Source: an optimization exercise on an open RTL-to-GDS flow (aim: small area). Production flows keep margins and buffers that such runs may drop. Function was checked by simulation only, so behaviour that the tests miss may differ from the original. Power and IR drop assume default switching activity.

--- flow/run.sh ---
#!/bin/bash
# Own layout flow: the standard flow (standard.sh's make command and
# settings), with
#  - synthesis mapping the logic with an area-oriented abc script
#    (flow/abc_area.script, through flow/mysynth.tcl),
#  - the port buffers made of the smallest buffer cell,
#  - clock tree synthesis without dummy loads.
# Each step's full output is in orfs/logs/...; make's output is in make.log.
set -euo pipefail
HERE=$(pwd)
export MY_ABC_SCRIPT=$HERE/flow/abc_area.script
export BUFFER_PORTS_ARGS="-buffer_cell sky130_fd_sc_hd__buf_1"
export CTS_ARGS="-sink_clustering_enable -repair_clock_nets -sink_clustering_size 20 -sink_clustering_max_diameter 45 -buf_list sky130_fd_sc_hd__clkbuf_8 -dont_use_dummy_load"
sed "s#SYNTH_SCRIPT=[^ ]*#SYNTH_SCRIPT=$HERE/flow/mysynth.tcl#" standard.sh > my_standard.sh
grep -q "SYNTH_SCRIPT=$HERE/flow/mysynth.tcl" my_standard.sh
bash my_standard.sh finish > make.log 2>&1
test -f out/final.def
--- flow/abc_area.script ---
strash
dc2
dch -f
amap
strash
dc2
dch -f
amap
topo
--- flow/mysynth.tcl ---
# The standard synthesis (synth_recipe.tcl), with one change: abc maps the
# combinational logic with the script in MY_ABC_SCRIPT instead of ORFS's.
# Flip-flop mapping, register names, flattening and renaming are unchanged.
proc synth {args} { yosys synth -nofsm -noshare {*}$args }
proc abc {args} {
  set i [lsearch -exact $args -script]
  if { $i >= 0 } { set args [lreplace $args $i [expr {$i+1}] -script $::env(MY_ABC_SCRIPT)] }
  set j [lsearch -exact $args -D]
  if { $j >= 0 } { set args [lreplace $args $j [expr {$j+1}]] }
  yosys abc {*}$args
}
source $::env(SCRIPTS_DIR)/synth.tcl
# left out here: clear keep_hierarchy, flatten, clean up, hide names made inside functions, write 1_2_yosys.v
--- standard.sh ---
#!/bin/bash
# synth_recipe.tcl (not shown) runs the flow's synth.tcl, then flattens the netlist and writes it again
# the make line also repeats each setting of config.mk as NAME=value (left out here)
make -C /OpenROAD-flow-scripts/flow DESIGN_CONFIG=/design/flow/config.mk WORK_HOME=/design/flow/orfs CLKGATE_MAP_FILE= SYNTH_SCRIPT=/design/flow/synth_recipe.tcl "${@:-finish}"
--- config.mk ---
export PLATFORM = sky130hd
export DESIGN_NAME = KF6845
export DESIGN_NICKNAME = KF6845
export VERILOG_FILES = /design/flow/design.v
export SDC_FILE = /design/flow/constraint.sdc
export NUM_CORES = 4
export LEC_CHECK = 0
export ABC_AREA = 1
export CAP_MARGIN = 20
export CORE_MARGIN = 2
export CORE_UTILIZATION = 60
export PLACE_DENSITY = 0.7
export SLEW_MARGIN = 20
--- constraint.sdc ---
create_clock -name core_clock -period 5.0 [get_ports {clock}]
set_input_delay 1.0000 -clock core_clock [delete_from_list [all_inputs] [get_ports {clock}]]
set_output_delay 1.0000 -clock core_clock [all_outputs]
set_load 0.01 [all_outputs]
--- design.v ---
module KF6845 (
    input   logic           clock,
    input   logic           video_clock_enable,
    input   logic           reset,
    input   logic           CS_N,
    input   logic           RS,
    input   logic           ENABLE,
    input   logic           R_OR_W,
    input   logic   [7:0]   D_IN,
    output  logic   [7:0]   D_OUT,
    input   logic           LPSTB,
    output  logic           CURSOR,
    output  logic           HSYNC,
    output  logic           VSYNC,
    output  logic   [4:0]   RA,
    output  logic   [13:0]  MA,
    output  logic           DE
);
    logic   [1:0]   bus_state;
    logic           write_pending;
    logic           write_pending_rs;
    logic   [7:0]   bus_data;
    always_ff @(posedge clock, posedge reset) begin
        if (reset) begin
            bus_state       <= 2'b00;
            write_pending   <= 1'b0;
        end
        else begin
            bus_state[1]    <= ENABLE & ~CS_N & ~R_OR_W;
            bus_state[0]    <= ENABLE & ~CS_N & RS;
            write_pending   <= bus_state[1] & ~ENABLE;
        end
    end
    always_ff @(posedge clock) begin
        write_pending_rs    <= bus_state[0];
        if (ENABLE)
            bus_data        <= D_IN;
    end
    wire    read_cycle      = ~bus_state[1] & bus_state[0];
    logic           vce;
    always_ff @(posedge clock, posedge reset) begin
        if (reset)
            vce             <= 1'b0;
        else
            vce             <= video_clock_enable;
    end
    logic   [4:0]   address;
    always_ff @(posedge clock, posedge reset) begin
        if (reset)
            address         <= 5'h00;
        else if (write_pending & ~write_pending_rs)
            address         <= bus_data[4:0];
    end
    wire    write_register  = write_pending & write_pending_rs;
    wire    wr_h_total      = write_register & (address == 5'h00);
    wire    wr_h_disp       = write_register & (address == 5'h01);
    wire    wr_h_sync_pos   = write_register & (address == 5'h02);
    wire    wr_h_sync_width = write_register & (address == 5'h03);
    wire    wr_v_total      = write_register & (address == 5'h04);
    wire    wr_v_adjust     = write_register & (address == 5'h05);
    wire    wr_v_disp       = write_register & (address == 5'h06);
    wire    wr_v_sync_pos   = write_register & (address == 5'h07);
    wire    wr_interlace    = write_register & (address == 5'h08);
    wire    wr_max_scan     = write_register & (address == 5'h09);
    wire    wr_cursor_start = write_register & (address == 5'h0A);
    wire    wr_cursor_end   = write_register & (address == 5'h0B);
    wire    wr_start_h      = write_register & (address == 5'h0C);
    wire    wr_start_l      = write_register & (address == 5'h0D);
    wire    wr_cursor_h     = write_register & (address == 5'h0E);
    wire    wr_cursor_l     = write_register & (address == 5'h0F);
    logic   [7:0]   horizontal_total;
    logic   [7:0]   horizontal_displayed;
    logic   [7:0]   horizontal_sync_position;
    logic   [3:0]   horizontal_sync_width;
    logic   [6:0]   vertical_total;
    logic   [4:0]   vertical_total_adjust;
    logic   [6:0]   vertical_displayed;
    logic   [6:0]   vertical_sync_position;
    logic   [1:0]   interlace_mode;
    logic   [4:0]   maximum_scan_line;
    logic   [1:0]   blink_config;
    logic   [4:0]   cursor_start;
    logic   [4:0]   cursor_end;
    logic   [13:0]  start_address;
    logic   [13:0]  cursor_address;
    always_ff @(posedge clock, posedge reset) begin
        if (reset) begin
            horizontal_total            <= 8'h00;
            horizontal_displayed        <= 8'h00;
            horizontal_sync_position    <= 8'h00;
            horizontal_sync_width       <= 4'h0;
            vertical_total              <= 7'h00;
            vertical_total_adjust       <= 5'h00;
            vertical_displayed          <= 7'h00;
            vertical_sync_position      <= 7'h3F;
            interlace_mode              <= 2'b00;
            maximum_scan_line           <= 5'h00;
            blink_config                <= 2'h1;
            cursor_start                <= 5'h00;
            cursor_end                  <= 5'h00;
            start_address               <= 14'h0000;
            cursor_address              <= 14'h0000;
        end
        else begin
            if (wr_h_total)         horizontal_total            <= bus_data;
            if (wr_h_disp)          horizontal_displayed        <= bus_data;
            if (wr_h_sync_pos)      horizontal_sync_position    <= bus_data;
            if (wr_h_sync_width)    horizontal_sync_width       <= bus_data[3:0];
            if (wr_v_total)         vertical_total              <= bus_data[6:0];
            if (wr_v_adjust)        vertical_total_adjust       <= bus_data[4:0];
            if (wr_v_disp)          vertical_displayed          <= bus_data[6:0];
            if (wr_v_sync_pos)      vertical_sync_position      <= bus_data[6:0];
            if (wr_interlace)       interlace_mode              <= bus_data[1:0];
            if (wr_max_scan)        maximum_scan_line           <= bus_data[4:0];
            if (wr_cursor_start) begin
                blink_config        <= bus_data[6:5];
                cursor_start        <= bus_data[4:0];
            end
            if (wr_cursor_end)      cursor_end                  <= bus_data[4:0];
            if (wr_start_h)         start_address[13:8]         <= bus_data[5:0];
            if (wr_start_l)         start_address[7:0]          <= bus_data;
            if (wr_cursor_h)        cursor_address[13:8]        <= bus_data[5:0];
            if (wr_cursor_l)        cursor_address[7:0]         <= bus_data;
        end
    end
    logic   [7:0]   horizontal_counter_n;
    wire    [7:0]   horizontal_counter = ~horizontal_counter_n;
    logic   [3:0]   horizontal_sync_width_counter;
    logic           reset_horizontal_sync_width;
    logic           Horizontal;
    logic           Horizontal_Half;
    logic           Horizontal_End;
    logic           H_Display;
    wire    [7:0]   next_horizontal_counter = Horizontal ? 8'h00 : horizontal_counter + 8'h01;
    wire    [3:0]   next_horizontal_sync_width_counter =
                        reset_horizontal_sync_width ? 4'h0 :
                        HSYNC ? horizontal_sync_width_counter + 4'h1 : horizontal_sync_width_counter;
    wire            wire_reset_horizontal_sync_width = (next_horizontal_sync_width_counter == horizontal_sync_width);
    wire            wire_Horizontal         = (next_horizontal_counter == horizontal_total);
    wire            wire_Horizontal_Half    = (next_horizontal_counter == {1'b0, horizontal_total[7:1]});
    wire            wire_Horizontal_End     = (next_horizontal_counter == horizontal_displayed);
    wire            wire_HSYNC_start        = (next_horizontal_counter == horizontal_sync_position);
    always_ff @(posedge clock, posedge reset) begin
        if (reset) begin
            horizontal_counter_n            <= 8'h00;
            horizontal_sync_width_counter   <= 4'h0;
            Horizontal                      <= 1'b0;
            Horizontal_End                  <= 1'b0;
            H_Display                       <= 1'b0;
            HSYNC                           <= 1'b0;
        end
        else if (vce) begin
            horizontal_counter_n            <= ~next_horizontal_counter;
            horizontal_sync_width_counter   <= next_horizontal_sync_width_counter;
            Horizontal                      <= wire_Horizontal;
            Horizontal_End                  <= wire_Horizontal_End;
            if (wire_Horizontal_End)
                H_Display                   <= 1'b0;
            else if (wire_Horizontal)
                H_Display                   <= 1'b1;
            if (wire_reset_horizontal_sync_width)
                HSYNC                       <= 1'b0;
            else if (wire_HSYNC_start)
                HSYNC                       <= 1'b1;
        end
    end
    always_ff @(posedge clock) begin
        if (vce) begin
            reset_horizontal_sync_width     <= wire_reset_horizontal_sync_width;
            Horizontal_Half                 <= wire_Horizontal_Half;
        end
    end
    logic   [4:0]   scan_line_counter;
    logic   [6:0]   character_row_counter;
    logic           interlace_video;
    logic           odd_or_even;
    logic           Vadjust;
    logic           V_Display;
    logic   [3:0]   Vsync_counter;
    logic           Vsync_odd;
    logic           Vsync_even;
    logic           V_total;
    wire            line_end        = vce & Horizontal;
    wire    [4:0]   next_scan_line  = scan_line_counter + 5'h01;
    wire            Scanline_End    = line_end & (scan_line_counter == maximum_scan_line);
    always_comb begin
        if (odd_or_even)
            if (~|vertical_total_adjust)
                V_total = (character_row_counter == vertical_total);
            else
                V_total = Vadjust & (next_scan_line == vertical_total_adjust);
        else
            V_total = (Vadjust & (scan_line_counter == vertical_total_adjust));
        V_total = line_end & V_total;
    end
    wire    [6:0]   next_character_row_counter =
                        V_total ? 7'h00 : Scanline_End ? character_row_counter + 7'h01 : character_row_counter;
    always_ff @(posedge clock, posedge reset) begin
        if (reset) begin
            scan_line_counter       <= 5'h00;
            character_row_counter   <= 7'h00;
            interlace_video         <= 1'b0;
            odd_or_even             <= 1'b1;
            Vadjust                 <= 1'b0;
            V_Display               <= 1'b0;
            RA                      <= 5'h00;
            Vsync_odd               <= 1'b0;
            Vsync_even              <= 1'b0;
        end
        else begin
            if (line_end)
                scan_line_counter   <= (V_total | Scanline_End) ? 5'h00 : next_scan_line;
            character_row_counter   <= next_character_row_counter;
            if (V_total) begin
                interlace_video     <= &interlace_mode;
                odd_or_even         <= ~interlace_mode[0] | ~odd_or_even;
            end
            if (V_total)
                Vadjust             <= 1'b0;
            else if (Scanline_End && (character_row_counter == vertical_total))
                Vadjust             <= 1'b1;
            if (next_character_row_counter == vertical_displayed)
                V_Display           <= 1'b0;
            else if (V_total)
                V_Display           <= 1'b1;
            if (V_total | Scanline_End)
                RA                  <= {4'h0, interlace_video & odd_or_even};
            else if (line_end)
                RA                  <= RA + {3'h0, interlace_video, ~interlace_video};
            if (line_end) begin
                if (Scanline_End && (next_character_row_counter == vertical_sync_position))
                    Vsync_odd       <= 1'b1;
                else if (&Vsync_counter)
                    Vsync_odd       <= 1'b0;
            end
            if (vce & Horizontal_Half)
                Vsync_even          <= Vsync_odd;
        end
    end
    always_ff @(posedge clock) begin
        if (line_end)
            Vsync_counter   <= (Scanline_End && (next_character_row_counter == vertical_sync_position)) ? 4'h0 : Vsync_counter + 4'h1;
    end
    assign  VSYNC   = odd_or_even ? Vsync_odd : Vsync_even;
    assign  DE      = H_Display & V_Display;
    logic   [13:0]  retrace_ma;
    logic   [13:0]  next_line_ma;
    wire    [13:0]  increment_ma = MA + 14'h1;
    wire    [13:0]  next_retrace_ma = V_total ? start_address : Scanline_End ? next_line_ma : retrace_ma;
    always_ff @(posedge clock, posedge reset) begin
        if (reset) begin
            retrace_ma      <= 14'h0;
            next_line_ma    <= 14'h0;
            MA              <= 14'h0;
        end
        else if (vce) begin
            retrace_ma      <= next_retrace_ma;
            MA              <= Horizontal ? next_retrace_ma : increment_ma;
            if (Horizontal_End)
                next_line_ma <= increment_ma;
        end
    end
    logic   [4:0]   field_rate_counter;
    logic           cursor_on;
    always_ff @(posedge clock, posedge reset) begin
        if (reset) begin
            field_rate_counter      <= 5'h0;
            cursor_on               <= 1'b0;
        end
        else begin
            if (V_total)
                field_rate_counter  <= field_rate_counter + 5'h1;
            case (blink_config)
                2'b00:  cursor_on   <= 1'b1;
                2'b01:  cursor_on   <= 1'b0;
                2'b10:  if (V_total & ~|field_rate_counter[3:0]) cursor_on <= ~cursor_on;
                2'b11:  if (V_total & ~|field_rate_counter[4:0]) cursor_on <= ~cursor_on;
            endcase
        end
    end
    assign  CURSOR  = (cursor_address == MA) & (cursor_start <= RA) & (RA <= cursor_end) & cursor_on;
    logic           prev_lpstb;
    logic   [13:0]  light_pen;
    always_ff @(posedge clock, posedge reset) begin
        if (reset) begin
            prev_lpstb      <= 1'b1;
            light_pen       <= 14'h0;
        end
        else if (video_clock_enable) begin
            prev_lpstb      <= LPSTB;
            if (LPSTB & ~prev_lpstb)
                light_pen   <= MA;
        end
    end
    always_comb begin
        if (read_cycle && (address == 5'h0E))
            D_OUT   = {2'b00, cursor_address[13:8]};
        else if (read_cycle && (address == 5'h0F))
            D_OUT   = cursor_address[7:0];
        else if (read_cycle && (address == 5'h10))
            D_OUT   = {2'b00, light_pen[13:8]};
        else if (read_cycle && (address == 5'h11))
            D_OUT   = light_pen[7:0];
        else
            D_OUT   = 8'hFF;
    end
endmodule
==> qor.yml, run 1 <==
synth:
  syn-num-nets: 1081
  synthTopCellsByArea: "dfrtp_1, o22ai_1, clkinv_1, edfxtp_1, nor2_1"
  ys_types: 42
  synth_top_area_share_pct: 50.0
  async_reset_ff_share_pct: 93.4
  avgSynthCellArea_um2: 9.73
  synth-edff-count: 14
  synth_common_cells: "clkinv_1, dfrtp_1, o22ai_1"
  syn_area_mm2: 0.0102
  ys_seq_area_share_pct: 56.7
  synth.most_common_cell: "clkinv_1"
  syn_inst: 1044
  synth_warnings: 1
  ys.flop_type: "dfrtp_1"
  synth_seq_cells: 227
  yosysTopAreaCell: "dfrtp_1"
power:
  p_per_area_mw_per_mm2: 350
  power_frac_comb_pct: 18.9
  peakVddDrop_v: 0.000271
  p_leak_nw: 4.51
  p_total_mw: 3.88
  switchingPower_mw: 1.20
  netSwitchingFraction_pct: 30.8
  internal-power_mw: 2.69
  pwr-share-clk_pct: 27.3
  seqPwrFrac_pct: 53.8
worst_setup_path:
  arrival_ns: 4.59
  crit_path_start_kind: "flop"
  crit_required_ns: 5.26
  path_cells: "clkinv_1 > nor2_4 > clkinv_1 > a221oi_1 > o2111ai_1 > clkinv_1 > nand4_1 > nor2_1 > a21oi_1 > a311oi_1 > o22ai_1 > a2111o_1 > a2111oi_1 > nor2b_1"
  critPathSlowestCell: "a2111oi_1"
  crit_path_end_kind: "flop"
  worstReg2RegStart: "Horizontal"
  crit_path_max_fanout: 12
  reg2reg_depth: 14
  crit_path_max_incr_delay_ns: 0.84
  r2r_slack_ns: 0.67
  crit_type: "flop to flop"
  worstReg2RegEnd: "Vsync_counter[1]"
  path_common_cell: "clkinv_1"
clock_tree:
  root_buffer: "clkbuf_8"
  h-tree-depth: 1
  cts_tree: "yes"
  cts.clk_slew.worst_paths_ns: 0.07
  clock_latency_ns: 0.58
  cts.sinks: 227
  cts-hold-fix-buffers: 0
  postCtsSetupBuffers: 0
  cts_buffers: 26
  post_cts_resized: 0
  clk_path_buf_depth: 3
min_path:
  holdPathEnd: "write_pending_rs"
  min_path_type: "flop to flop"
  hold_depth: 0
  min_from: "bus_state[0]"
cells_and_area:
  fin_util_pct: 66.8
  drive_gt1_share_pct: 4.61
  syn_to_final_growth_pct: 9.08
  nets: 1168
  diodes: 0
timing:
  timing.final.crit_share_pct: 86.6
  max_freq_mhz: 231
  holdWs_ns: 0.411
  setup_viol: 0
  skew_ns: 0.0673
  slew_violations: 0
  finalHoldViolCount: 0
  grt_setup_unrepaired: "no"
  fin_crit_ns: 4.33
  worst-slew-pin-transition_ns: 0.976
  maxSlewHeadroom_pct: 34.8
route:
  routed_wl_um: 25500
  vias: 8298
  via_per_inst: 6.15
  ant_nets: 0
  drc: 0
  wl_per_cell_um: 18.9
  drtPass1Iterations: 5
  drt_iter0_drc: 554
floorplanning:
  start_util_pct: 61.2
  num_rows: 47
  die_area_mm2: 0.0180
  coreArea_mm2: 0.0166
  dieHeight_um: 134
  ioPinCount: 47
  die_x_um: 134
run_status:
  status: "no timing/DRC/antenna violations"
job:
  drv_cap: 0
grt:
  grt_max_degree: 121
  grt_pass1_vias: 8086
  overflow: 0
  grt_pass1_wl_um: 41600
  antenna_found_initial: 0
  track_usage_pct: 29.2
placed_design:
  place.gp.congestion: 0.862
  port_buffers: 46
  dp_hpwl_um: 17500
-- cell families (layout without fill, tap and decap cells) --
family                   count (synthesis)  after routing  synth area share [%]
AO/OA/AOI/OAI                          372            372                  23.7
XOR/XNOR                                 1              1                0.0862
adder cells (fa/ha/maj)                 21             21                  2.66
buffers and inverters                  204            289                  7.54
flip-flops                             227            227                  56.7
AND/OR/NAND/NOR                        219            219                  9.30
-- registers in the layout, summed over array words and instances, names as in the netlist, 14 cells and up --
register	cells
MA	14
cursor_address	14
light_pen	14
next_line_ma	14
retrace_ma	14
start_address	14
-- worst max path at each step --
stage                               from               end  slack (ns)  depth (start not counted)
floorplan           scan_line_counter[3]  Vsync_counter[3]      -0.003                         11
global placement              Horizontal  Vsync_counter[3]        0.81                         14
detailed placement            Horizontal  Vsync_counter[3]        0.67                         14
CTS                           Horizontal  Vsync_counter[1]        0.64                         14
global route                  Horizontal  Vsync_counter[1]        0.18                         17
finish                        Horizontal  Vsync_counter[1]        0.67                         14
-- per-stage QoR --
stage	instances	cell area (µm²)	TNS, ns	worst slack (ns)
after floorplan	1044	10200	-0.00291	-0.00291
after global placement	1323	10700	0	0.811
after detailed placement	1323	10700	0	0.666
after CTS	1349	11100	0	0.642
after global routing	1349	11100	0	0.176
final	1349	11100	0	0.672
-- layout by cell type, fill, tap and decap left out, drive strengths merged, types with 8 or more instances in the layout --
master,count
a22oi,27
a221oi,14
clkinv,203
o21ai,52
dfstp,9
nand3,11
o221ai,23
buf,59
dfrtp,203
a21oi,41
nor2,89
nand2,70
o22ai,173
ha,20
nor3,20
edfxtp,14
clkbuf,26
a211oi,14
nor4,8
-- layout make-up --
class	instances	area, µm²
Clock buffer	26	358
Tap cell	220	275
Multi-Input combinational cell	613	3640
Fill cell	1380	5500
Inverter	204	774
Timing Repair Buffer	59	270
Sequential cell	227	5760
-- metal layers --
| metal | track usage, % | wire length [µm] | up-vias |
|---|---|---|---|
| li1 | - | - | 3993 |
| met1 | 43.6 | 11900 | 4015 |
| met2 | 45.0 | 11500 | 236 |
| met4 | 9.59 | 793 | 0 |
| met3 | 3.93 | 1260 | 54 |
| met5 | 0 | 0 | - |
-- power groups by stage --
stage,clock (mW),combinational [mW],sequential [mW]
3_3_place_gp,0,0.716,2.12
3_5_place_dp,0,0.724,2.12
6_report,1.06,0.733,2.09
5_1_grt,1.14,0.823,2.11
2_1_floorplan,0,0.507,2.11
4_1_cts,1.07,0.728,2.09
-- critical path, delay by kind of cell, from the launching register on --
family	cells	cell delay, ns
AO/OA/AOI/OAI	7	2.33
flip-flops	1	0.39
AND/OR/NAND/NOR	4	0.66
buffers and inverters	3	0.67
==> run 2, diff against run 1 <==
--- a/flow/run.sh
+++ b/flow/run.sh
@@ -12,3 +12,3 @@
 export BUFFER_PORTS_ARGS="-buffer_cell sky130_fd_sc_hd__buf_1"
-export CTS_ARGS="-sink_clustering_enable -repair_clock_nets -sink_clustering_size 20 -sink_clustering_max_diameter 45 -buf_list sky130_fd_sc_hd__clkbuf_8 -dont_use_dummy_load"
+export CTS_ARGS="-sink_clustering_enable -repair_clock_nets -sink_clustering_size 18 -sink_clustering_max_diameter 55 -buf_list sky130_fd_sc_hd__clkbuf_8 -dont_use_dummy_load"
 sed "s#SYNTH_SCRIPT=[^ ]*#SYNTH_SCRIPT=$HERE/flow/mysynth.tcl#" standard.sh > my_standard.sh
==> run 2 against run 1 <==
Against the previous run:
- die area unchanged
- clock skew down 0.032 ns
- first-iteration DRC count grew 14%
- routed wire length is 0.50% lower
- worst setup slack got worse by 0.038 ns
- total power fell by 4.6%
- critical path depth increased by 3
- synthesized cell count unchanged
- utilization shrank 0.66 points
- critical endpoint is now Vsync_counter[3]
- largest power group unchanged
==> qor.yml, run 2 <==
placed_design:
  place.gp.congestion: 0.862  # unchanged
  dp_hpwl_um: 17500  # unchanged
  port_buffers: 46  # unchanged
  placed_cell_area_mm2: 0.0107  # unchanged
grt:
  grt_pass1_wl_um: 41400  # -0.45%
  grt_max_degree: 121  # unchanged
  antenna_found_initial: 0  # unchanged
  grt_pass1_vias: 8015  # -0.88%
  overflow: 0  # unchanged
  track_usage_pct: 29.1  # -0.16 points
clock_tree:
  post_cts_resized: 0  # unchanged
  cts_tree: "yes"
  postCtsSetupBuffers: 0  # unchanged
  cts.sinks: 227  # unchanged
  cts_buffers: 18  # -31%
  clk_path_buf_depth: 3  # unchanged
  root_buffer: "clkbuf_8"
  cts-hold-fix-buffers: 0  # unchanged
  cts.clk_slew.worst_paths_ns: 0.11  # +0.04 ns
  clock_latency_ns: 0.53  # -0.05 ns
  h-tree-depth: 1  # unchanged
synth:
  syn-num-nets: 1081  # unchanged
  ys_seq_area_share_pct: 56.7  # unchanged
  synth_warnings: 1  # unchanged
  synth-compound-area-share_pct: 23.7  # unchanged
  yosys.area_share.simple_pct: 9.30  # unchanged
  synthTopCellsByArea: "dfrtp_1, o22ai_1, clkinv_1, edfxtp_1, nor2_1"
  ys.flop_type: "dfrtp_1"
  synth.most_common_cell: "clkinv_1"
  synth-edff-count: 14  # unchanged
  synthAdderAreaFrac_pct: 2.66  # unchanged
  synth-xor-area-share_pct: 0.0862  # unchanged
  async_reset_ff_share_pct: 93.4  # unchanged
  syn_area_mm2: 0.0102  # unchanged
  synth_seq_cells: 227  # unchanged
  synth_mux_area_share_pct: 0  # unchanged
  yosysTopAreaCell: "dfrtp_1"
  synth_common_cells: "clkinv_1, dfrtp_1, o22ai_1"
  syn_inst: 1044  # unchanged
  synth_top_family_by_area: "compound AO/OA/AOI/OAI gates"
  ys_types: 42  # unchanged
  avgSynthCellArea_um2: 9.73  # unchanged
  synth_top_area_share_pct: 50.0  # unchanged
worst_setup_path:
  crit_path_max_fanout: 12  # unchanged
  crit_path_end_kind: "flop"
  crit_path_start_kind: "flop"
  arrival_ns: 4.61  # +0.02 ns
  crit_required_ns: 5.24  # -0.02 ns
  crit_type: "flop to flop"
  reg2reg_depth: 17  # +3
  r2r_slack_ns: 0.63  # -0.04 ns
floorplanning:
  coreArea_mm2: 0.0166  # unchanged
  die_x_um: 134  # unchanged
  dieHeight_um: 134  # unchanged
  start_util_pct: 61.2  # unchanged
  num_rows: 47  # unchanged
  ioPinCount: 47  # unchanged
  die_area_mm2: 0.0180  # unchanged
cells_and_area:
  final_area_mm2: 0.0110  # -0.99%
  final_cell_mix: "dfrtp_1, clkinv_1, o22ai_1"
  drive_gt1_share_pct: 3.93  # -0.68 points
  diodes: 0  # unchanged
  fin_util_pct: 66.1  # -0.66 points
  fill_cells: 1400  # +1.4%
  syn_to_final_growth_pct: 7.99
  nets: 1160  # -0.68%
  seq_area_mm2: 0.00576  # unchanged
  multiInputGateArea_mm2: 0.00364  # unchanged
timing:
  grt_setup_unrepaired: "no"
  fin_crit_ns: 4.37  # +0.0377 ns
  finalHoldViolCount: 0  # unchanged
  timing.final.crit_share_pct: 87.3  # +0.75 points
  setup_viol: 0  # unchanged
  max_freq_mhz: 229  # -0.86%
  skew_ns: 0.0349  # -0.0324 ns
  maxSlewHeadroom_pct: 35.7  # +0.90 points
  slew_violations: 0  # unchanged
  worst-slew-pin-transition_ns: 0.963  # -0.0134 ns
route:
  drt_iter0_drc: 634  # +14%
  vias: 8360  # +0.75%
  via_per_inst: 6.23  # +1.3%
  drtPass1Iterations: 5  # unchanged
  drc: 0  # unchanged
  ant_nets: 0  # unchanged
  routed_wl_um: 25400  # -0.50%
  wl_per_cell_um: 18.9  # about the same
power:
  p_leak_nw: 4.45  # -1.3%
  peakVddDrop_v: 0.000294  # +8.5%
  p_total_mw: 3.70  # -4.6%
  p_per_area_mw_per_mm2: 338  # -3.6%
job:
  drv_cap: 0  # unchanged
min_path:
  hold_depth: 0  # unchanged
  min_path_type: "flop to flop"
run_status:
  status: "no timing/DRC/antenna violations"
==> run 2: cell types whose count changed in the layout (fill, tap and decap cells not counted), sizes merged <==
| cell | before | now |
|---|---|---|
| clkbuf | 26 | 18 |
==> run 2: cells by family after synthesis <==
group | Yosys count
flip-flops | 227
AND/OR/NAND/NOR | 219
XOR/XNOR | 1
AO/OA/AOI/OAI | 372
adder cells (fa/ha/maj) | 21
buffers and inverters | 204
==> run 2: critical path, stage by stage (launching register included) <==
cell and delay (ns):
dfrtp_1 0.40, clkinv_1 0.30, nor2_4 0.22, clkinv_1 0.23, a221oi_1 0.28, o2111ai_1 0.19, clkinv_1 0.15, nand2_1 0.09
nor2_1 0.13, nand2_1 0.10, nor3_1 0.23, o21ai_0 0.11, a21oi_1 0.27, o22ai_1 0.11, a221oi_1 0.22, o21ai_0 0.13
a2111oi_1 0.78, nor2_1 0.12
==> run 2: routing by layer <==
metal / part of all wire, % / vias to the layer above / track usage, %
met3: 5.0 / 45 / 3.82
met4: 2.7 / 0 / 8.30
li1: - / 3984 / -
met2: 46 / 252 / 45.2
met5: 0 / - / 0
met1: 46 / 4079 / 43.6
==> run 2: report_power, final <==
| part | internal, mW | switching (mW) |
|---|---|---|
| Clock | 0.325 | 0.558 |
| Combinational | 0.241 | 0.493 |
| Sequential | 1.98 | 0.106 |
| Total | 2.55 | 1.16 |
==> run 2: worst paths after layout <==
path / start / end
min in group asynchronous: reset / vertical_displayed[4]
setup / recovery: Horizontal / Vsync_counter[3]
max in group asynchronous: reset / odd_or_even
hold reg to reg: bus_state[0] / write_pending_rs
setup reg to reg: Horizontal / Vsync_counter[3]
hold / removal: bus_state[0] / write_pending_rs
==> run 2: final cells by class <==
type / instances / share of cell area [%]
multi-input combinational: 613 / 33.2
clock buffer: 18 / 2.26
inverter: 204 / 7.06
tap: 220 / 2.51
sequential: 227 / 52.5
timing repair buffer: 59 / 2.46
==> run 2: through the flow <==
step | instances | setup WS, ns | hold WS [ns] | TNS, ns
6_report | 1341 | 0.634 | 0.425 | 0
5_1_grt | 1341 | 0.166 | 0.446 | 0
4_1_cts | 1341 | 0.614 | 0.418 | 0
3_5_place_dp | 1323 | 0.666 | 0.393 | 0
3_3_place_gp | 1323 | 0.811 | 0.385 | 0
2_1_floorplan | 1044 | -0.00291 | 0.367 | -0.00291
==> run 3, diff against run 2 <==
--- a/flow/run.sh
+++ b/flow/run.sh
@@ -12,3 +12,3 @@
 export BUFFER_PORTS_ARGS="-buffer_cell sky130_fd_sc_hd__buf_1"
-export CTS_ARGS="-sink_clustering_enable -repair_clock_nets -sink_clustering_size 18 -sink_clustering_max_diameter 55 -buf_list sky130_fd_sc_hd__clkbuf_8 -dont_use_dummy_load"
+export CTS_ARGS="-sink_clustering_enable -repair_clock_nets -sink_clustering_size 16 -sink_clustering_max_diameter 50 -buf_list sky130_fd_sc_hd__clkbuf_8 -dont_use_dummy_load"
 sed "s#SYNTH_SCRIPT=[^ ]*#SYNTH_SCRIPT=$HERE/flow/mysynth.tcl#" standard.sh > my_standard.sh
==> run 3 against run 2 <==
Against the previous run:
- utilization rose by 0.41 points
- worst setup slack improved by 0.0050 ns
- die area did not move
- first-iteration DRC count fell by 14%
==> qor.yml, run 3 <==
run_status:
  status: "no timing/DRC/antenna violations"
power:
  power_frac_comb_pct: 19.2  # -0.6 points
  switchingPower_mw: 1.18  # +2.3%
  p_per_area_mw_per_mm2: 346  # +2.4%
  seqPwrFrac_pct: 54.7  # -1.7 points
  internal-power_mw: 2.63  # +3.4%
  peakVddDrop_v: 0.000240  # -18%
  p_leak_nw: 4.49  # +0.81%
  p_total_mw: 3.82  # +3.0%
  pwr-share-clk_pct: 26.1  # +2.3 points
  netSwitchingFraction_pct: 31.0  # -0.23 points
timing:
  worst-slew-pin-transition_ns: 0.950  # -0.0133 ns
  max_freq_mhz: 229  # +0.11%
  finalHoldViolCount: 0  # unchanged
  grt_setup_unrepaired: "no"
  fin_crit_ns: 4.36  # -0.00497 ns
  timing.final.crit_share_pct: 87.2  # -0.099 points
  maxSlewHeadroom_pct: 36.3  # +0.66 points
  skew_ns: 0.0615  # +0.0266 ns
  slew_violations: 0  # unchanged
  setup_viol: 0  # unchanged
clock_tree:
  postCtsSetupBuffers: 0  # unchanged
  h-tree-depth: 1  # unchanged
  cts-hold-fix-buffers: 0  # unchanged
  post_cts_resized: 0  # unchanged
  cts.sinks: 227  # unchanged
  cts_tree: "yes"
  clock_latency_ns: 0.56  # +0.03 ns
  cts_buffers: 23  # +5
  clk_path_buf_depth: 3  # unchanged
  cts.clk_slew.worst_paths_ns: 0.10  # about the same
  root_buffer: "clkbuf_8"
grt:
  use_met3_pct: 3.59  # -0.23 points
  overflow: 0  # unchanged
  grt_util_met1_pct: 44.1  # +0.52 points
  track_usage_pct: 29.3  # +0.27 points
  grt_pass1_vias: 8080  # +0.81%
  grt-busiest-layer: "met2"
  grt_pass1_wl_um: 41800  # +0.85%
  grt_max_degree: 121  # unchanged
  grt_util_met2_pct: 45.5  # +0.31 points
  antenna_found_initial: 0  # unchanged
worst_setup_path:
  arrival_ns: 4.61  # about the same
  crit_path_end_kind: "flop"
  crit_path_max_fanout: 12  # unchanged
  crit_type: "flop to flop"
  path_common_cell: "clkinv_1"
  critPathSlowestCell: "a2111oi_1"
  path_cells: "clkinv_1 > nor2_4 > clkinv_1 > a221oi_1 > o2111ai_1 > clkinv_1 > nand2_1 > nor2_1 > nand2_1 > nor3_1 > o21ai_0 > a21oi_1 > o22ai_1 > a221oi_1 > o21ai_0 > a2111oi_1 > nor2_1"
  crit_path_max_incr_delay_ns: 0.77  # about the same
  crit_required_ns: 5.25  # about the same
  cp_top_family: "compound AO/OA/AOI/OAI gates"
  cp.buffers_inverters: 3  # unchanged
  crit_path_start_kind: "flop"
synth:
  yosys.area_share.simple_pct: 9.30  # unchanged
  synth_mux_area_share_pct: 0  # unchanged
  synth-compound-area-share_pct: 23.7  # unchanged
  async_reset_ff_share_pct: 93.4  # unchanged
  synth-xor-area-share_pct: 0.0862  # unchanged
  synthTopCellsByArea: "dfrtp_1, o22ai_1, clkinv_1, edfxtp_1, nor2_1"
  synth_seq_cells: 227  # unchanged
  synth_top_family_by_area: "compound AO/OA/AOI/OAI gates"
  avgSynthCellArea_um2: 9.73  # unchanged
  ys.flop_type: "dfrtp_1"
  synth.most_common_cell: "clkinv_1"
  ys_seq_area_share_pct: 56.7  # unchanged
  synth_top_area_share_pct: 50.0  # unchanged
  syn-num-nets: 1081  # unchanged
  ys_types: 42  # unchanged
  syn_inst: 1044  # unchanged
  syn_area_mm2: 0.0102  # unchanged
  synth_warnings: 1  # unchanged
  synth-edff-count: 14  # unchanged
  synthAdderAreaFrac_pct: 2.66  # unchanged
  synth_common_cells: "clkinv_1, dfrtp_1, o22ai_1"
  yosysTopAreaCell: "dfrtp_1"
floorplanning:
  dieHeight_um: 134  # unchanged
  die_x_um: 134  # unchanged
  start_util_pct: 61.2  # unchanged
  die_area_mm2: 0.0180  # unchanged
  coreArea_mm2: 0.0166  # unchanged
  ioPinCount: 47  # unchanged
  num_rows: 47  # unchanged
placed_design:
  place.gp.congestion: 0.862  # unchanged
  port_buffers: 46  # unchanged
  dp_hpwl_um: 17500  # unchanged
route:
  drt_iter0_drc: 545  # -14%
  wl_per_cell_um: 19.0  # +0.16%
  drc: 0  # unchanged
  via_per_inst: 6.20  # -0.50%
  drtPass1Iterations: 5  # unchanged
  ant_nets: 0  # unchanged
  vias: 8349  # -0.13%
  routed_wl_um: 25500  # +0.53%
job:
  drv_cap: 0  # unchanged
cells_and_area:
  syn_to_final_growth_pct: 8.67
  nets: 1165  # +0.43%
  fin_util_pct: 66.6  # +0.41 points
  final_cell_mix: "dfrtp_1, clkinv_1, o22ai_1"
  diodes: 0  # unchanged
  drive_gt1_share_pct: 4.35  # +0.43 points
min_path:
  min_path_type: "flop to flop"
-- run 3: cell counts after synthesis --
No cell type changed its count.
-- run 3: path summary, 6_finish.rpt --
kind | end | cells after the start | slack [ns] | startpoint
max in group asynchronous | vertical_sync_position[3] | 3 | 3.34 | reset
min in group asynchronous | vertical_displayed[6] | 2 | 0.65 | reset
worst max-delay path | Vsync_counter[3] | 17 | 0.64 | Horizontal
worst min register to register | write_pending_rs | 0 | 0.42 | bus_state[0]
worst max register to register | Vsync_counter[3] | 17 | 0.64 | Horizontal
worst min-delay path | write_pending_rs | 0 | 0.42 | bus_state[0]
-- run 3: layout make-up --
type | count | area (µm²)
clock buffers | 23 | 317
fillers | 1384 | 5550
inverters | 204 | 774
multi-input cells | 613 | 3640
flip-flops and latches | 227 | 5760
well taps | 220 | 275
repair buffers | 59 | 270
-- run 3: per-layer routing --
metal	wire (µm)	vias up
met2	11800	269
met5	0	-
li1	-	3994
met4	682	0
met3	1370	43
met1	11700	4043
-- run 3: worst register-to-register path, stage by stage, from the launching register on --
cell and delay (ns):
dfrtp_1 0.40, clkinv_1 0.30, nor2_4 0.23, clkinv_1 0.23
a221oi_1 0.27, o2111ai_1 0.19, clkinv_1 0.15, nand2_1 0.09
nor2_1 0.13, nand2_1 0.10, nor3_1 0.23, o21ai_0 0.11
a21oi_1 0.27, o22ai_1 0.12, a221oi_1 0.22, o21ai_0 0.13
a2111oi_1 0.77, nor2_1 0.12
-- run 3: logic make-up after synthesis --
family	count (synthesis)
fa+ha+maj	21
compound gates	372
flops	227
buf+inv	204
xor+xnor	1
simple gates	219
-- run 3: power by group through the flow --
stage	Clock (mW)	Sequential, mW	Combinational [mW]
detailed placement	0	2.12	0.724
global route	1.08	2.11	0.823
finish	0.995	2.09	0.733
floorplan	0	2.11	0.507
global placement	0	2.12	0.716
CTS	1.02	2.09	0.728
-- run 3: metrics by stage --
stage	TNS [ns]	cells	hold WS (ns)	setup slack [ns]	area, µm²
4_1_cts	0	1346	0.414	0.600	11000
3_5_place_dp	0	1323	0.393	0.666	10700
6_report	0	1346	0.421	0.639	11000
2_1_floorplan	-0.00291	1044	0.367	-0.00291	10200
5_1_grt	0	1346	0.437	0.156	11000
3_3_place_gp	0	1323	0.385	0.811	10700
==> run 4, diff against run 3 <==
--- a/flow/run.sh
+++ b/flow/run.sh
@@ -12,3 +12,3 @@
 export BUFFER_PORTS_ARGS="-buffer_cell sky130_fd_sc_hd__buf_1"
-export CTS_ARGS="-sink_clustering_enable -repair_clock_nets -sink_clustering_size 16 -sink_clustering_max_diameter 50 -buf_list sky130_fd_sc_hd__clkbuf_8 -dont_use_dummy_load"
+export CTS_ARGS="-sink_clustering_enable -repair_clock_nets -sink_clustering_size 20 -sink_clustering_max_diameter 60 -buf_list sky130_fd_sc_hd__clkbuf_8 -dont_use_dummy_load"
 sed "s#SYNTH_SCRIPT=[^ ]*#SYNTH_SCRIPT=$HERE/flow/mysynth.tcl#" standard.sh > my_standard.sh
--- a/config.mk
+++ b/config.mk
@@ -10,4 +10,4 @@
 export CORE_MARGIN = 2
-export CORE_UTILIZATION = 60
-export PLACE_DENSITY = 0.7
+export CORE_UTILIZATION = 70
+export PLACE_DENSITY = 0.85
 export SLEW_MARGIN = 20
==> run 4 against run 3 <==
Against the previous run:
- still clean
- global-route usage up 3.4 points
- via count up 1.8%
- first-iteration DRC count up 62%
- worst hold slack better by 0.025 ns
- die area down 14%
- count of clock-buffer cells in the layout down 7
- design area down 1.4%
==> qor.yml, run 4 <==
timing:
  skew_ns: 0.0516  # -0.00986 ns
  max_freq_mhz: 231  # +0.85%
  final.setup.tns_ns: 0  # unchanged
  maxSlewHeadroom_pct: 36.3  # about the same
  grt_setup_unrepaired: "no"
  holdWs_ns: 0.446  # +0.0247 ns
  worst-slew-pin-transition_ns: 0.955  # +0.00556 ns
  timing.final.crit_share_pct: 86.5  # -0.74 points
  finalHoldViolCount: 0  # unchanged
  fin_crit_ns: 4.32  # -0.0369 ns
  slew_violations: 0  # unchanged
  setup_ws_ns: 0.676  # +0.0369 ns
  setup_viol: 0  # unchanged
clock_tree:
  postCtsSetupBuffers: 0  # unchanged
  root_buffer: "clkbuf_8"
  cts.sinks: 227  # unchanged
  cts_buffers: 16  # -30%
  cts.clk_slew.worst_paths_ns: 0.11  # about the same
  clock_latency_ns: 0.52  # -0.04 ns
  clk_path_buf_depth: 3  # unchanged
  cts_tree: "yes"
  h-tree-depth: 1  # unchanged
placed_design:
  place_inst: 1285  # -2.9%
  place.gp.congestion: 0.928  # +7.6%
  dp_hpwl_um: 17100  # -2.3%
  port_buffers: 46  # unchanged
  pre_cts_slack_ns: 0.498  # -0.169 ns
synth:
  synth_seq_cells: 227  # unchanged
  ys_seq_area_share_pct: 56.7  # unchanged
  synthTopCellsByArea: "dfrtp_1, o22ai_1, clkinv_1, edfxtp_1, nor2_1"
  synth_top_area_share_pct: 50.0  # unchanged
  ys.flop_type: "dfrtp_1"
  synth_common_cells: "clkinv_1, dfrtp_1, o22ai_1"
  async_reset_ff_share_pct: 93.4  # unchanged
  synth-edff-count: 14  # unchanged
  yosysTopAreaCell: "dfrtp_1"
  synth.most_common_cell: "clkinv_1"
  synth_warnings: 1  # unchanged
  syn_area_mm2: 0.0102  # unchanged
  avgSynthCellArea_um2: 9.73  # unchanged
  syn-num-nets: 1081  # unchanged
  ys_types: 42  # unchanged
  syn_inst: 1044  # unchanged
cells_and_area:
  fill_cells: 1023  # -26%
  drive_gt1_share_pct: 3.67  # -0.68 points
  syn_to_final_growth_pct: 7.18
  final_cell_mix: "dfrtp_1, clkinv_1, o22ai_1"
  nets: 1156  # -0.77%
  diodes: 0  # unchanged
  layoutNonFillerInstCount: 1301  # -3.3%
route:
  drt_iter0_drc: 882  # +62%
  via_per_inst: 6.53  # +5.3%
  vias: 8499  # +1.8%
  drc: 0  # unchanged
  ant_nets: 0  # unchanged
  routed_wl_um: 25000  # -1.9%
  wl_per_cell_um: 19.2  # +1.5%
  drtPass1Iterations: 5  # unchanged
worst_setup_path:
  arrival_ns: 4.53  # -0.08 ns
  crit_path_max_fanout: 17  # +5
  crit_required_ns: 5.21  # -0.04 ns
  crit_path_end_kind: "flop"
  crit_path_start_kind: "flop"
  crit_type: "flop to flop"
min_path:
  min_path_type: "flop to flop"
power:
  p_per_area_mw_per_mm2: 338  # -2.2%
  peakVddDrop_v: 0.000298  # +24%
  p_leak_nw: 4.43  # -1.3%
grt:
  track_usage_pct: 32.8  # +3.4 points
  antenna_found_initial: 0  # unchanged
  grt_max_degree: 144  # +19%
  grt_pass1_wl_um: 41200  # -1.3%
  grt_pass1_vias: 8237  # +1.9%
  overflow: 0  # unchanged
floorplanning:
  ioPinCount: 47  # unchanged
  dieHeight_um: 124  # -7.2%
  start_util_pct: 70.7  # +9.4 points
  num_rows: 44  # -6.4%
  die_x_um: 124  # -7.2%
  coreArea_mm2: 0.0144  # -13%
  die_area_mm2: 0.0155  # -14%
run_status:
  status: "no timing/DRC/antenna violations"
job:
  drv_cap: 0  # unchanged
## run 4: final timing paths
| path | from | endpoint | slack [ns] | depth (start not counted) |
|---|---|---|---|---|
| worst min-delay path | bus_state[0] | write_pending_rs | 0.45 | 0 |
| worst max-delay path | Horizontal | Vsync_counter[2] | 0.68 | 15 |
| max in group asynchronous | reset | blink_config[0] | 3.21 | 3 |
| min in group asynchronous | reset | scan_line_counter[0] | 0.72 | 2 |
| worst min register to register | bus_state[0] | write_pending_rs | 0.45 | 0 |
| worst max register to register | Horizontal | Vsync_counter[2] | 0.68 | 15 |
## run 4: per-stage QoR
stage	total power [mW]	utilization, %	area [µm²]
CTS	3.67	75.7	10900
global placement	2.83	74.2	10700
finish	3.68	75.8	10900
global route	3.85	75.8	10900
floorplan	2.62	-	10200
detailed placement	2.85	74.2	10700
## run 4: final cells by class
type | count | area (µm²) | area share [%]
clock buffers | 16 | 220 | 2.02
inverters | 204 | 774 | 7.11
multi-input cells | 613 | 3650 | 33.5
flip-flops and latches | 227 | 5760 | 52.9
well taps | 184 | 230 | 2.11
repair buffers | 57 | 255 | 2.34
## run 4: critical path, stage by stage (launching register included)
cell and delay [ns]:
dfrtp_1 0.40, clkinv_1 0.30, nor2_4 0.23, clkinv_1 0.22, a221oi_1 0.28, o2111ai_1 0.16
buf_4 0.26, clkinv_1 0.13, nand4_1 0.12, nor2_1 0.19, a21oi_1 0.09, a311oi_1 0.45
o22ai_1 0.16, a2111o_1 0.37, a2111oi_2 0.55, a211oi_1 0.10
## run 4: kinds of logic after synthesis
| family | count (synthesis) | share of synthesized area, % |
|---|---|---|
| adders and majority gates | 21 | 2.66 |
| and+or+nand+nor | 219 | 9.30 |
| xor gates and xnor gates | 1 | 0.0862 |
| DFF | 227 | 56.7 |
| AOI/OAI and AO/OA | 372 | 23.7 |
| buffers and inverters | 204 | 7.54 |
## run 4: metal layers
layer / GRT usage [%] / share of wire [%] / up-vias
met2: 51.4 / 47 / 405
met5: 0 / 0 / -
met4: 11.2 / 3.0 / 0
li1: - / - / 3975
met1: 47.8 / 42 / 4045
met3: 4.90 / 7.3 / 74
## run 4: timing repair
item,4_1_cts,5_1_grt
hold buffers,0,0
gates resized for setup,0,1
endpoints found under the hold margin,0,0
setup endpoints to repair,0,3
## run 4: power by group
| part | total (mW) | internal [mW] | leakage (nW) | switching, mW |
|---|---|---|---|---|
| logic | 0.754 | 0.241 | 1.33 | 0.513 |
| registers | 2.09 | 1.98 | 2.98 | 0.106 |
| clock network | 0.838 | 0.291 | 0.115 | 0.546 |
| total | 3.68 | 2.51 | 4.43 | 1.17 |
==> run 5, diff against run 4 <==
--- a/design.v
+++ b/design.v
@@ -133,6 +133,6 @@
     logic           H_Display;
-    wire    [7:0]   next_horizontal_counter = Horizontal ? 8'h00 : horizontal_counter + 8'h01;
+    wire    [7:0]   next_horizontal_counter = (vce & Horizontal) ? 8'h00 : horizontal_counter + {7'h00, vce};
     wire    [3:0]   next_horizontal_sync_width_counter =
-                        reset_horizontal_sync_width ? 4'h0 :
-                        HSYNC ? horizontal_sync_width_counter + 4'h1 : horizontal_sync_width_counter;
+                        (vce & reset_horizontal_sync_width) ? 4'h0 :
+                        horizontal_sync_width_counter + {3'h0, vce & HSYNC};
     wire            wire_reset_horizontal_sync_width = (next_horizontal_sync_width_counter == horizontal_sync_width);
@@ -144,4 +144,2 @@
         if (reset) begin
-            horizontal_counter_n            <= 8'h00;
-            horizontal_sync_width_counter   <= 4'h0;
             Horizontal                      <= 1'b0;
@@ -152,4 +150,2 @@
         else if (vce) begin
-            horizontal_counter_n            <= ~next_horizontal_counter;
-            horizontal_sync_width_counter   <= next_horizontal_sync_width_counter;
             Horizontal                      <= wire_Horizontal;
@@ -166,2 +162,12 @@
     end
+    always_ff @(posedge clock, posedge reset) begin
+        if (reset) begin
+            horizontal_counter_n            <= 8'h00;
+            horizontal_sync_width_counter   <= 4'h0;
+        end
+        else begin
+            horizontal_counter_n            <= ~next_horizontal_counter;
+            horizontal_sync_width_counter   <= next_horizontal_sync_width_counter;
+        end
+    end
     always_ff @(posedge clock) begin
@@ -183,3 +189,3 @@
     wire            line_end        = vce & Horizontal;
-    wire    [4:0]   next_scan_line  = scan_line_counter + 5'h01;
+    wire    [4:0]   next_scan_line  = scan_line_counter + {4'h0, line_end};
     wire            Scanline_End    = line_end & (scan_line_counter == maximum_scan_line);
@@ -196,3 +202,3 @@
     wire    [6:0]   next_character_row_counter =
-                        V_total ? 7'h00 : Scanline_End ? character_row_counter + 7'h01 : character_row_counter;
+                        V_total ? 7'h00 : character_row_counter + {6'h00, Scanline_End};
     always_ff @(posedge clock, posedge reset) begin
@@ -210,4 +216,3 @@
         else begin
-            if (line_end)
-                scan_line_counter   <= (V_total | Scanline_End) ? 5'h00 : next_scan_line;
+            scan_line_counter       <= (V_total | Scanline_End) ? 5'h00 : next_scan_line;
             character_row_counter   <= next_character_row_counter;
@@ -227,4 +232,4 @@
                 RA                  <= {4'h0, interlace_video & odd_or_even};
-            else if (line_end)
-                RA                  <= RA + {3'h0, interlace_video, ~interlace_video};
+            else
+                RA                  <= RA + {3'h0, line_end & interlace_video, line_end & ~interlace_video};
             if (line_end) begin
@@ -240,4 +245,3 @@
     always_ff @(posedge clock) begin
-        if (line_end)
-            Vsync_counter   <= (Scanline_End && (next_character_row_counter == vertical_sync_position)) ? 4'h0 : Vsync_counter + 4'h1;
+        Vsync_counter   <= (Scanline_End && (next_character_row_counter == vertical_sync_position)) ? 4'h0 : Vsync_counter + {3'h0, line_end};
     end
@@ -247,3 +251,3 @@
     logic   [13:0]  next_line_ma;
-    wire    [13:0]  increment_ma = MA + 14'h1;
+    wire    [13:0]  increment_ma = MA + {13'h0, vce};
     wire    [13:0]  next_retrace_ma = V_total ? start_address : Scanline_End ? next_line_ma : retrace_ma;
@@ -255,6 +259,6 @@
         end
-        else if (vce) begin
+        else begin
+            MA              <= (vce & Horizontal) ? next_retrace_ma : increment_ma;
             retrace_ma      <= next_retrace_ma;
-            MA              <= Horizontal ? next_retrace_ma : increment_ma;
-            if (Horizontal_End)
+            if (vce & Horizontal_End)
                 next_line_ma <= increment_ma;
@@ -270,4 +274,3 @@
         else begin
-            if (V_total)
-                field_rate_counter  <= field_rate_counter + 5'h1;
+            field_rate_counter      <= field_rate_counter + {4'h0, V_total};
             case (blink_config)
--- a/flow/run.sh
+++ b/flow/run.sh
@@ -12,3 +12,3 @@
 export BUFFER_PORTS_ARGS="-buffer_cell sky130_fd_sc_hd__buf_1"
-export CTS_ARGS="-sink_clustering_enable -repair_clock_nets -sink_clustering_size 20 -sink_clustering_max_diameter 60 -buf_list sky130_fd_sc_hd__clkbuf_8 -dont_use_dummy_load"
+export CTS_ARGS="-sink_clustering_enable -repair_clock_nets -sink_clustering_size 16 -sink_clustering_max_diameter 50 -buf_list sky130_fd_sc_hd__clkbuf_8 -dont_use_dummy_load"
 sed "s#SYNTH_SCRIPT=[^ ]*#SYNTH_SCRIPT=$HERE/flow/mysynth.tcl#" standard.sh > my_standard.sh
==> run 5 against run 4 <==
Against the previous run:
- critical path type unchanged
- worst hold slack gained 0.0054 ns
- sequential power up 7%
- cell count shrank 2.5%
==> qor.yml, run 5 <==
clock_tree:
  cts-hold-fix-buffers: 0  # unchanged
  clock_latency_ns: 0.54  # +0.02 ns
  cts.clk_slew.worst_paths_ns: 0.10  # about the same
  post_cts_resized: 0  # unchanged
  root_buffer: "clkbuf_8"
  cts.sinks: 227  # unchanged
  cts_buffers: 20  # +4
  cts_tree: "yes"
  h-tree-depth: 1  # unchanged
  postCtsSetupBuffers: 0  # unchanged
  clk_path_buf_depth: 3  # unchanged
synth:
  synth_seq_cells: 227  # unchanged
  avgSynthCellArea_um2: 9.87  # +1.4%
  synth_common_cells: "dfrtp_1, clkinv_1, o22ai_1"
  syn_inst: 1011  # -3.2%
  async_reset_ff_share_pct: 93.4  # unchanged
  ys_seq_area_share_pct: 57.3  # +0.62 points
  ys.flop_type: "dfrtp_1"
  synthTopCellsByArea: "dfrtp_1, o22ai_1, clkinv_1, nor2_1, ha_1"
  synth_top_area_share_pct: 50.9  # +0.90 points
  syn-num-nets: 1054  # -2.5%
  synth-edff-count: 10  # -4
  synth_warnings: 1  # unchanged
  syn_area_mm2: 0.00998  # -1.8%
  synth.most_common_cell: "dfrtp_1"
  ys_types: 42  # unchanged
  yosysTopAreaCell: "dfrtp_1"
power:
  p_total_mw: 4.00  # +8.6%
  power_frac_comb_pct: 21.4  # +0.9 points
  internal-power_mw: 2.73  # +8.4%
  p_leak_nw: 4.54  # +2.5%
  switchingPower_mw: 1.27  # +9.1%
  netSwitchingFraction_pct: 31.8  # +0.13 points
  seqPwrFrac_pct: 55.7  # -1.1 points
  pwr-share-clk_pct: 22.9  # about the same
  p_per_area_mw_per_mm2: 371  # +9.7%
  peakVddDrop_v: 0.000317  # +6.4%
floorplanning:
  die_x_um: 123  # -0.86%
  ioPinCount: 47  # unchanged
  coreArea_mm2: 0.0139  # -3.4%
  dieHeight_um: 123  # -0.86%
  start_util_pct: 71.9  # +1.2 points
  die_area_mm2: 0.0152  # -1.7%
  num_rows: 43  # -2.3%
route:
  routed_wl_um: 25300  # +1.2%
  via_per_inst: 6.54  # +0.18%
  drt_iter0_drc: 898  # +1.8%
  drc: 0  # unchanged
  vias: 8298  # -2.4%
  drtPass1Iterations: 6  # +1
  wl_per_cell_um: 20.0  # +3.8%
  ant_nets: 0  # unchanged
worst_setup_path:
  crit_path_max_fanout: 6  # -11
  crit_type: "flop to flop"
  arrival_ns: 4.67  # +0.14 ns
  crit_required_ns: 5.40  # +0.19 ns
  crit_path_max_incr_delay_ns: 0.57  # +0.02 ns
  cp_top_family: "simple AND/OR/NAND/NOR gates"
  cp.buffers_inverters: 3  # -1
  crit_path_end_kind: "flop"
  critPathSlowestCell: "a211oi_1"
  crit_path_start_kind: "flop"
  path_cells: "clkinv_1 > nor2_4 > ha_1 > ha_1 > clkinv_1 > nor3_1 > nor2_1 > a21oi_1 > nand2_1 > o2111ai_1 > a31oi_1 > o21ai_1 > clkinv_2 > a211oi_1 > nor2_1 > nor3_1 > o221ai_1 > nor3b_1 > nor2b_1"
grt:
  grt_pass1_vias: 7958  # -3.4%
  grt_pass1_wl_um: 39900  # -3.2%
  track_usage_pct: 34.3  # +1.5 points
  overflow: 0  # unchanged
  grt_max_degree: 150  # +4.2%
  antenna_found_initial: 0  # unchanged
cells_and_area:
  seq_area_mm2: 0.00572  # -0.72%
  drive_gt1_share_pct: 3.96  # +0.29 points
  mostFrequentLayoutCell: "dfrtp_1"
  nets: 1132  # -2.1%
  multiInputGateArea_mm2: 0.00356  # -2.4%
  syn_to_final_growth_pct: 8.08
  fill_cells: 923  # -9.8%
  final_cell_mix: "dfrtp_1, clkinv_1, o22ai_1"
timing:
  grt_setup_unrepaired: "no"
  setup_viol: 0  # unchanged
  skew_ns: 0.0589  # +0.00732 ns
  timing.final.crit_share_pct: 85.4  # -1.1 points
  finalHoldViolCount: 0  # unchanged
  max_freq_mhz: 234  # +1.3%
  maxSlewHeadroom_pct: 28.2  # -8.1 points
  worst-slew-pin-transition_ns: 1.07  # +0.114 ns
  fin_crit_ns: 4.27  # -0.0556 ns
  slew_violations: 0  # unchanged
  final.setup.tns_ns: 0  # unchanged
placed_design:
  port_buffers: 46  # unchanged
  place.gp.congestion: 0.998  # +7.5%
  dp_hpwl_um: 17300  # +0.85%
job:
  drv_cap: 0  # unchanged
min_path:
  min_path_type: "flop to flop"
run_status:
  status: "no timing/DRC/antenna violations"
-- run 5: metal layers --
metal	part of all wire (%)	GRT usage (%)
met1	42	48.9
met2	46	53.1
met3	9.4	7.20
met4	3.0	11.6
met5	0	0
-- run 5: power by group through the flow --
stage,combinational (mW),sequential [mW],clock (mW)
after floorplan,0.594,2.22,0
after global placement,0.815,2.25,0
after detailed placement,0.837,2.25,0
after CTS,0.843,2.22,0.925
after global routing,0.952,2.25,0.997
final,0.855,2.23,0.917
-- run 5: cells by family after synthesis --
| logic type | Yosys count | share of synthesized area [%] |
|---|---|---|
| DFF | 227 | 57.3 |
| and+or+nand+nor | 222 | 9.96 |
| adders and majority gates | 27 | 3.46 |
| buffers and inverters | 193 | 7.26 |
| AOI/OAI and AO/OA | 342 | 22.0 |
-- run 5: through the flow --
step | setup WS [ns] | area [µm²] | utilization [%] | hold slack, ns | std cells
floorplan | 0.159 | 9990 | - | 0.367 | 1011
global placement | 0.956 | 10500 | 75.5 | 0.387 | 1246
detailed placement | 0.846 | 10500 | 75.5 | 0.392 | 1246
CTS | 0.760 | 10800 | 77.5 | 0.447 | 1266
global route | 0.313 | 10800 | 77.7 | 0.446 | 1267
finish | 0.731 | 10800 | 77.7 | 0.451 | 1268
-- run 5: cell type report --
class	count	share of cell area, %
multi-input combinational	591	33.0
inverter	193	6.80
tap	180	2.09
sequential	227	53.0
antenna	1	0.0232
timing repair buffer	56	2.48
clock buffer	20	2.55
-- run 5: final timing paths --
kind | start | end | slack, ns | cells after the start
setup / recovery | vce | Vsync_counter[1] | 0.73 | 19
max in group asynchronous | reset | maximum_scan_line[1] | 3.20 | 4
setup reg to reg | vce | Vsync_counter[1] | 0.73 | 19
min in group asynchronous | reset | scan_line_counter[3] | 0.52 | 2
hold reg to reg | bus_state[0] | write_pending_rs | 0.45 | 0
hold / removal | bus_state[0] | write_pending_rs | 0.45 | 0
==> run 6, diff against run 5 <==
--- a/flow/run.sh
+++ b/flow/run.sh
@@ -12,3 +12,3 @@
 export BUFFER_PORTS_ARGS="-buffer_cell sky130_fd_sc_hd__buf_1"
-export CTS_ARGS="-sink_clustering_enable -repair_clock_nets -sink_clustering_size 16 -sink_clustering_max_diameter 50 -buf_list sky130_fd_sc_hd__clkbuf_8 -dont_use_dummy_load"
+export CTS_ARGS="-sink_clustering_enable -repair_clock_nets -sink_clustering_size 10 -sink_clustering_max_diameter 40 -buf_list sky130_fd_sc_hd__clkbuf_4 -dont_use_dummy_load"
 sed "s#SYNTH_SCRIPT=[^ ]*#SYNTH_SCRIPT=$HERE/flow/mysynth.tcl#" standard.sh > my_standard.sh
==> run 6 against run 5 <==
Against the previous run:
- critical path type is now flop to output pin
- routed wire length decreased by 0.78%
- worst setup slack better by 0.032 ns
- non-clock buffer count shrank 1
- area after synthesis stayed put
- register-to-register slack improved by 0.06 ns
- synthesized cell count unchanged
- sequential power about the same
- clock power decreased by 7.7%
- clock skew increased by 0.023 ns
- largest cell class unchanged
- die area unchanged
- combinational power down 0.5%
- cell count up 0.71%
==> qor.yml, run 6 <==
synth:
  synthAdderAreaFrac_pct: 3.46  # unchanged
  avgSynthCellArea_um2: 9.87  # unchanged
  ys.flop_type: "dfrtp_1"
  synthTopCellsByArea: "dfrtp_1, o22ai_1, clkinv_1, nor2_1, ha_1"
  syn_area_mm2: 0.00998  # unchanged
  ys_types: 42  # unchanged
  synth_common_cells: "dfrtp_1, clkinv_1, o22ai_1"
  synth-edff-count: 10  # unchanged
  syn-num-nets: 1054  # unchanged
  synth_top_family_by_area: "compound AO/OA/AOI/OAI gates"
  yosys.area_share.simple_pct: 9.96  # unchanged
  yosysTopAreaCell: "dfrtp_1"
  ys_seq_area_share_pct: 57.3  # unchanged
  synth_seq_cells: 227  # unchanged
  synth_warnings: 1  # unchanged
  synth_top_area_share_pct: 50.9  # unchanged
  synth.most_common_cell: "dfrtp_1"
  synth-xor-area-share_pct: 0  # unchanged
  syn_inst: 1011  # unchanged
  synth-compound-area-share_pct: 22.0  # unchanged
  async_reset_ff_share_pct: 93.4  # unchanged
  synth_mux_area_share_pct: 0  # unchanged
worst_setup_path:
  path_cells: "nand2_1 > nor2_1 > nand3_1 > nor3_1 > clkinv_1 > o21a_1 > nor2_1 > buf_1"
  crit_required_ns: 4.00  # -1.40 ns
  critPathSlowestCell: "nor3_1"
  critPathLaunch: "address[2]"
  r2r_slack_ns: 0.79  # +0.06 ns
  worstReg2RegEnd: "Vsync_counter[1]"
  path_common_cell: "nor2_1"
  crit_type: "flop to output pin"
  crit_path_end_kind: "output pin"
  cp.buffers_inverters: 2  # -1
  cp_top_family: "simple AND/OR/NAND/NOR gates"
  reg2reg_depth: 18  # -1
  crit_path_max_fanout: 7  # +1
  worstReg2RegStart: "vce"
  arrival_ns: 3.24  # -1.43 ns
  crit_path_max_incr_delay_ns: 0.79  # +0.22 ns
  crit_path_start_kind: "flop"
clock_tree:
  cts-hold-fix-buffers: 0  # unchanged
  h-tree-depth: 1  # unchanged
  cts.sinks: 227  # unchanged
  clock_latency_ns: 0.72  # +0.18 ns
  cts.clk_slew.worst_paths_ns: 0.10  # about the same
  post_cts_resized: 0  # unchanged
  postCtsSetupBuffers: 0  # unchanged
  cts_tree: "yes"
  clk_path_buf_depth: 3  # unchanged
  root_buffer: "clkbuf_4"
  cts_buffers: 30  # +50%
cells_and_area:
  syn_to_final_growth_pct: 7.35
  fill_cells: 947  # +2.6%
  mostFrequentLayoutCell: "dfrtp_1"
  multiInputGateArea_mm2: 0.00356  # unchanged
  nets: 1141  # +0.80%
  drive_gt1_share_pct: 4.74  # +0.79 points
  fin_util_pct: 77.2  # -0.52 points
  final_cell_mix: "dfrtp_1, clkinv_1, o22ai_1"
  seq_area_mm2: 0.00572  # unchanged
floorplanning:
  coreArea_mm2: 0.0139  # unchanged
  start_util_pct: 71.9  # unchanged
  die_area_mm2: 0.0152  # unchanged
  ioPinCount: 47  # unchanged
  num_rows: 43  # unchanged
  die_x_um: 123  # unchanged
  dieHeight_um: 123  # unchanged
min_path:
  min_path_type: "flop to flop"
  min_from: "bus_state[0]"
  holdPathEnd: "write_pending_rs"
  hold_depth: 0  # unchanged
route:
  drt_iter0_drc: 885  # -1.4%
  via_per_inst: 6.58  # +0.48%
  drc: 0  # unchanged
  drtPass1Iterations: 5  # -1
  vias: 8397  # +1.2%
  ant_nets: 0  # unchanged
  wl_per_cell_um: 19.7  # -1.5%
  routed_wl_um: 25100  # -0.78%
placed_design:
  port_buffers: 46  # unchanged
  dp_hpwl_um: 17300  # unchanged
  place.gp.congestion: 0.998  # unchanged
grt:
  track_usage_pct: 34.3  # about the same
  overflow: 0  # unchanged
  grt_max_degree: 150  # unchanged
  antenna_found_initial: 1  # +1
  grt_pass1_vias: 7962  # +0.050%
  grt_pass1_wl_um: 39900  # about the same
timing:
  maxSlewHeadroom_pct: 24.7  # -3.5 points
  worst-slew-pin-transition_ns: 1.12  # +0.0528 ns
  setup_viol: 0  # unchanged
  timing.final.crit_share_pct: 84.7  # -0.63 points
  grt_setup_unrepaired: "no"
  final.setup.tns_ns: 0  # unchanged
  skew_ns: 0.0816  # +0.0226 ns
  fin_crit_ns: 4.24  # -0.0317 ns
  max_freq_mhz: 236  # +0.75%
  holdWs_ns: 0.425  # -0.0257 ns
  finalHoldViolCount: 0  # unchanged
  slew_violations: 0  # unchanged
power:
  peakVddDrop_v: 0.000298  # -6.0%
  power_frac_comb_pct: 21.7  # +0.3 points
  p_per_area_mw_per_mm2: 366  # -1.3%
  p_leak_nw: 4.52  # -0.39%
  pwr-share-clk_pct: 21.6  # -1.3 points
  seqPwrFrac_pct: 56.7  # +1.0 points
  p_total_mw: 3.92  # -1.9%
  switchingPower_mw: 1.28  # +0.78%
  internal-power_mw: 2.64  # -3.2%
  netSwitchingFraction_pct: 32.7  # +0.88 points
run_status:
  status: "no timing/DRC/antenna violations"
job:
  drv_cap: 0  # unchanged
==> run 6: cell counts after synthesis <==
No cell type changed its count.
==> run 6: area by class of cell <==
class	count	share of cell area, %
repair buffers	55	2.24
inverters	193	6.89
multi-input cells	591	33.3
diodes	1	0.0234
clock buffers	30	2.10
well taps	180	2.10
flip-flops and latches	227	53.4
==> run 6: cell families (layout without fill, tap and decap cells) <==
kind of cell	after synthesis	in the layout
buffers and inverters	193	278
other	0	1
and+or+nand+nor	222	222
adders and majority gates	27	27
AOI/OAI and AO/OA	342	342
DFF	227	227
==> run 6: stage by stage <==
step,instance area (µm²),worst slack [ns],instances
2_1_floorplan,9990,0.159,1011
3_3_place_gp,10500,0.956,1246
3_5_place_dp,10500,0.846,1246
4_1_cts,10700,0.787,1276
5_1_grt,10700,0.312,1277
6_report,10700,0.763,1277
==> run 6: how the worst max path moves through the flow <==
stage                             endpoint  slack [ns]  cells after the start
after floorplan                      HSYNC        0.16                      1
after global placement    Vsync_counter[0]        0.96                     17
after detailed placement  Vsync_counter[1]        0.85                     18
after CTS                 Vsync_counter[1]        0.79                     18
after global routing      Vsync_counter[2]        0.31                     16
final                             D_OUT[6]        0.76                      8
==> run 6: per-layer routing <==
| metal | global-route usage [%] | vias to the layer above | wire length, µm |
|---|---|---|---|
| li1 | - | 3859 | - |
| met1 | 48.8 | 4002 | 10600 |
| met2 | 52.3 | 450 | 11200 |
| met3 | 8.21 | 86 | 2380 |
| met4 | 11.9 | 0 | 859 |
| met5 | 0 | - | 0 |
==> run 6: power groups by stage <==
stage / logic, mW / clock network, mW / registers [mW]
floorplan: 0.594 / 0 / 2.22
global placement: 0.815 / 0 / 2.25
detailed placement: 0.837 / 0 / 2.25
CTS: 0.842 / 0.849 / 2.22
global route: 0.950 / 0.943 / 2.24
finish: 0.851 / 0.846 / 2.22

-- re-timing with driven ports --
Ports are ideal in the flow. The routed layouts listed here were re-timed in OpenROAD.
Step 1, drivers: a clkbuf_16 drives clock and a buf_2 each remaining input, both assumed.
Step 2 adds t to the input delays and takes it off the output delays; t is the mean of the earliest and latest rising clock arrival at the registers after step 1. Input paths then give back, and output paths get back, about the clock's delay inside the block.
Three values: ideal, step 1, step 2; two values: the first two.
run | t, ns | setup slack, ns | hold slack, ns | worst setup path at the end | worst slew at a driven data input, ns
run 1 | 0.587 | 0.672 / 0.672 / 0.672 | 0.411 / 0.411 / 0.411 | register to register | 0.03
run 2 | 0.550 | 0.634 / 0.634 / 0.634 | 0.425 / 0.425 / 0.425 | register to register | 0.03
run 3 | 0.566 | 0.639 / 0.639 / 0.639 | 0.421 / 0.421 / 0.421 | register to register | 0.03
run 4 | 0.532 | 0.676 / 0.676 / 0.676 | 0.446 / 0.446 / 0.446 | register to register | 0.03
run 5 | 0.553 | 0.731 / 0.731 / 0.731 | 0.451 / 0.451 / 0.451 | register to register | 0.04
run 6 | 0.718 | 0.763 / 0.721 / 0.786 | 0.425 / 0.410 / 0.425 | register to register | 0.04
After both steps setup and hold are still met in every run listed.
